From an optimization exercise on the open Yosys and OpenROAD flow, aimed at small area; shortcuts taken in it are not production practice. In this exercise RTL edits were held to simulation tests only and were not proved equivalent to the original.

==> flow/design.v (excerpt) <==
module R2Sdf #(
    parameter int STG = 4
) (
    input  wire                clk,
    input  wire                rst_n,
    input  wire                en,
    input  wire                scale,
    input  wire                invexp,
    input  wire  signed [15:0] in_re,
    input  wire  signed [15:0] in_im,
    input  wire                in_sync,
    output logic signed [15:0] out_re,
    output logic signed [15:0] out_im,
    output logic               out_sync
);
  logic [3:0] ccnt, ccnt_next;
  assign ccnt_next = in_sync ? '0 : ccnt + 1'b1;
  always_ff @(posedge clk, negedge rst_n) begin
    if (!rst_n) ccnt <= '0;
    else if (en) ccnt <= ccnt_next;
  end
  always_ff @(posedge clk, negedge rst_n) begin
    if (!rst_n) out_sync <= '0;
    else if (en) out_sync <= ccnt == 4'd4;
  end
  logic [5:0] c0d;
  logic [3:0] c1d;
  logic [1:0] c2d;
  always_ff @(posedge clk, negedge rst_n) begin
    if (!rst_n) begin
      c0d <= '0;
      c1d <= '0;
      c2d <= '0;
    end else if (en) begin
      c0d <= {c0d[4:0], ccnt[0]};
      c1d <= {c1d[2:0], ccnt[1]};
      c2d <= {c2d[0], ccnt[2]};
    end
  end
  logic [15:0] x0_3re, x0_3im, z0_3re, z0_3im, z1_3re, z1_3im;
  Bf2 bf3 (
      .x0_re(x0_3re), .x0_im(x0_3im), .x1_re(in_re), .x1_im(in_im), .x1z_re(1'b0), .x1z_im(1'b0),
      .z0_re(z0_3re), .z0_im(z0_3im), .z1_re(z1_3re), .z1_im(z1_3im),
      .sel(ccnt[3]), .scale(scale)
  );
  DelayChainMem #(.DW(32), .LEN(8)) dl3 (
      .clk(clk), .rst_n(rst_n), .en(en),
      .din({z1_3re, z1_3im}), .dout({x0_3re, x0_3im})
  );
  ...
For scale: ~4500 cells after synthesis, ~730 flip-flops, ~0.053 mm2 of cells after synthesis.
==> module Mul23170, before the edit <==
module Mul23170 (
    input  wire [16:0] u,
    output wire [15:0] p,
    output wire        lz
);
  wire [19:0] u5;
  wire [23:0] u65;
  wire [22:0] u45;
  wire [29:0] u11585;
  ShAdd #(17, 17, 2, 20, 16) a5 (.a(u), .b(u), .neg(1'b0), .y(u5));
  ShAdd #(17, 17, 6, 24, 16) a65 (.a(u), .b(u), .neg(1'b0), .y(u65));
  ShAdd #(20, 20, 3, 23, 16) a45 (.a(u5), .b(u5), .neg(1'b0), .y(u45));
  ShAdd #(24, 23, 8, 30, 16) a11585 (.a(u65), .b(u45), .neg(1'b0), .y(u11585));
  assign p  = u11585[29:14];
  assign lz = ~(|u11585[13:0]);
endmodule
==> module Rot2, before the edit <==
module Rot2 (
    input  wire [15:0] ar,
    input  wire [15:0] ai,
    input  wire [ 1:0] k,
    input  wire        inv,
    output wire [15:0] re,
    output wire [15:0] im,
    output wire        zre,
    output wire        zim
);
  wire [15:0] t_re, t_im;
  RotTriv u_t (
      .ar (ar),
      .ai (ai),
      .j  (k[1]),
      .inv(inv),
      .re (t_re),
      .im (t_im)
  );
  wire [16:0] us, ud;
  Rca #(17, 16) u_s (
      .a  ({ar[15], ar}),
      .b  ({ai[15], ai}),
      .cin(1'b0),
      .s  (us)
  );
  Rca #(17, 16) u_d (
      .a  ({ar[15], ar}),
      .b  (~{ai[15], ai}),
      .cin(1'b1),
      .s  (ud)
  );
  wire [15:0] ms, md;
  wire zs, zd;
  Mul23170 u_ms (
      .u (us),
      .p (ms),
      .lz(zs)
  );
  Mul23170 u_md (
      .u (ud),
      .p (md),
      .lz(zd)
  );
  wire re_d = (k[1] == inv);
  wire re_n = k[1];
  wire im_n = inv;
  wire [15:0] m_re = re_d ? md : ms;
  wire [15:0] m_im = re_d ? ms : md;
  wire l_re = re_d ? zd : zs;
  wire l_im = re_d ? zs : zd;
  assign re = k[0] ? (m_re ^ {16{re_n}}) : t_re;
  assign im = k[0] ? (m_im ^ {16{im_n}}) : t_im;
  assign zre = k[0] & re_n & l_re;
  assign zim = k[0] & im_n & l_im;
endmodule
==> module Rot3Part, before the edit <==
module Rot3Part (
    input  wire [30:0] xa0,   
    input  wire [30:0] xa1,   
    input  wire [30:0] xa2,   
    input  wire [15:0] xt,    
    input  wire [30:0] yb0,
    input  wire [30:0] yb1,
    input  wire [30:0] yb2,
    input  wire [15:0] yt,    
    input  wire [ 3:0] xs,    
    input  wire [ 3:0] ys,
    input  wire        nx,
    input  wire        ny,
    output wire [15:0] y,     
    output wire        z
);
  wire [30:0] xv = ({31{xs[0]}} & xa0) | ({31{xs[1]}} & xa1) | ({31{xs[2]}} & xa2) |
                   ({31{xs[3]}} & {{15{xt[15]}}, xt});
  wire [30:0] yv = ({31{ys[0]}} & yb0) | ({31{ys[1]}} & yb1) | ({31{ys[2]}} & yb2) |
                   ({31{ys[3]}} & {yt, 15'd0});
  wire b = nx ^ ny;
  wire c = ~nx & ny;
  wire both = nx & ny;
  wire [30:0] p;
  Rca #(31, 24) u_add (
      .a  (xv),
      .b  (yv ^ {31{b}}),
      .cin(c),
      .s  (p)
  );
  assign y = p[30:15] ^ {16{nx}};
  assign z = both & ~(|p[14:0]);
endmodule
clock: 12.0 ns
lec_check: 0
abc_area: 1
cap_margin: 20
core_margin: 2
core_utilization: 40
cts_cluster_diameter: 120
cts_cluster_size: 25
setup_slack_margin: 0.3
slew_margin: 20
standard.sh (not shown) runs the stock make flow with config.mk's settings and CLKGATE_MAP_FILE= SYNTH_SCRIPT=/design/flow/synth_recipe.tcl, a recipe that flattens the netlist after the stock synthesis.
==> flow/flow/run.sh <==
#!/bin/bash
# Own flow: the standard layout (standard.sh, standard synthesis unchanged) with two
# changes: the port buffers use the smallest buffer cell, and CTS adds no dummy loads.
# Clustering is the same as config.mk's CTS_CLUSTER_SIZE / CTS_CLUSTER_DIAMETER.
export BUFFER_PORTS_ARGS="-buffer_cell sky130_fd_sc_hd__buf_1"
export CTS_ARGS="-sink_clustering_enable -repair_clock_nets -sink_clustering_size 25 -sink_clustering_max_diameter 120 -dont_use_dummy_load"
bash standard.sh > standard.log 2>&1
Then changed:
--- a/flow/design.v
+++ b/flow/design.v
@@ -159,16 +159,16 @@
     output wire        lz
 );
   wire [19:0] u5;
   wire [23:0] u65;
   wire [22:0] u45;
   wire [29:0] u11585;
-  ShAdd #(17, 17, 2, 20, 16) a5 (.a(u), .b(u), .neg(1'b0), .y(u5));
-  ShAdd #(17, 17, 6, 24, 16) a65 (.a(u), .b(u), .neg(1'b0), .y(u65));
-  ShAdd #(20, 20, 3, 23, 16) a45 (.a(u5), .b(u5), .neg(1'b0), .y(u45));
-  ShAdd #(24, 23, 8, 30, 16) a11585 (.a(u65), .b(u45), .neg(1'b0), .y(u11585));
+  ShAdd #(17, 17, 2, 20, 12) a5 (.a(u), .b(u), .neg(1'b0), .y(u5));
+  ShAdd #(17, 17, 6, 24, 12) a65 (.a(u), .b(u), .neg(1'b0), .y(u65));
+  ShAdd #(20, 20, 3, 23, 12) a45 (.a(u5), .b(u5), .neg(1'b0), .y(u45));
+  ShAdd #(24, 23, 8, 30, 12) a11585 (.a(u65), .b(u45), .neg(1'b0), .y(u11585));
   assign p  = u11585[29:14];
   assign lz = ~(|u11585[13:0]);
 endmodule
 module Rot2 (
     input  wire [15:0] ar,
     input  wire [15:0] ai,
@@ -186,19 +186,19 @@
       .j  (k[1]),
       .inv(inv),
       .re (t_re),
       .im (t_im)
   );
   wire [16:0] us, ud;
-  Rca #(17, 16) u_s (
+  Rca #(17, 12) u_s (
       .a  ({ar[15], ar}),
       .b  ({ai[15], ai}),
       .cin(1'b0),
       .s  (us)
   );
-  Rca #(17, 16) u_d (
+  Rca #(17, 12) u_d (
       .a  ({ar[15], ar}),
       .b  (~{ai[15], ai}),
       .cin(1'b1),
       .s  (ud)
   );
   wire [15:0] ms, md;
@@ -269,13 +269,13 @@
   wire [30:0] yv = ({31{ys[0]}} & yb0) | ({31{ys[1]}} & yb1) | ({31{ys[2]}} & yb2) |
                    ({31{ys[3]}} & {yt, 15'd0});
   wire b = nx ^ ny;
   wire c = ~nx & ny;
   wire both = nx & ny;
   wire [30:0] p;
-  Rca #(31, 24) u_add (
+  Rca #(31, 12) u_add (
       .a  (xv),
       .b  (yv ^ {31{b}}),
       .cin(c),
       .s  (p)
   );
   assign y = p[30:15] ^ {16{nx}};
After rerunning:
- global-route usage went up by 0.61 points
- synthesized area is higher by 1.8%
- setup slack loses 170 ps
- die area is higher by 1.8%
- hold slack got worse by 5.3 ps

==> re-timing with driven ports <==
The results above use ideal ports. As a check the final layouts listed here were re-extracted and re-timed, cells and wires unchanged. Step 1: set_driving_cell puts a clkbuf_16 on clk and a buf_2 on each other input, an assumption about the parent block. Step 2, shift: input delay + t, output delay - t, t = (earliest + latest rising clock arrival at the registers) / 2. This alone moves slack from input paths to output paths. Slacks: no drivers / after step 1 / after step 2; pairs: no drivers / after step 1.
| run | shift t [ns] | setup slack, ns | worst setup path after step 2 |
|---|---|---|---|
| the first run | 0.682 | 0.324 / 0.324 / -0.172 | input to register |
| the second run | 0.679 | 0.157 / 0.157 / 0.157 | register to register |
With both steps, setup timing fails in the first run, where it was met with ideal ports. The setup slack of the first run, which loses most, moves by 0.000 ns with the drivers and by -0.496 ns with both steps.
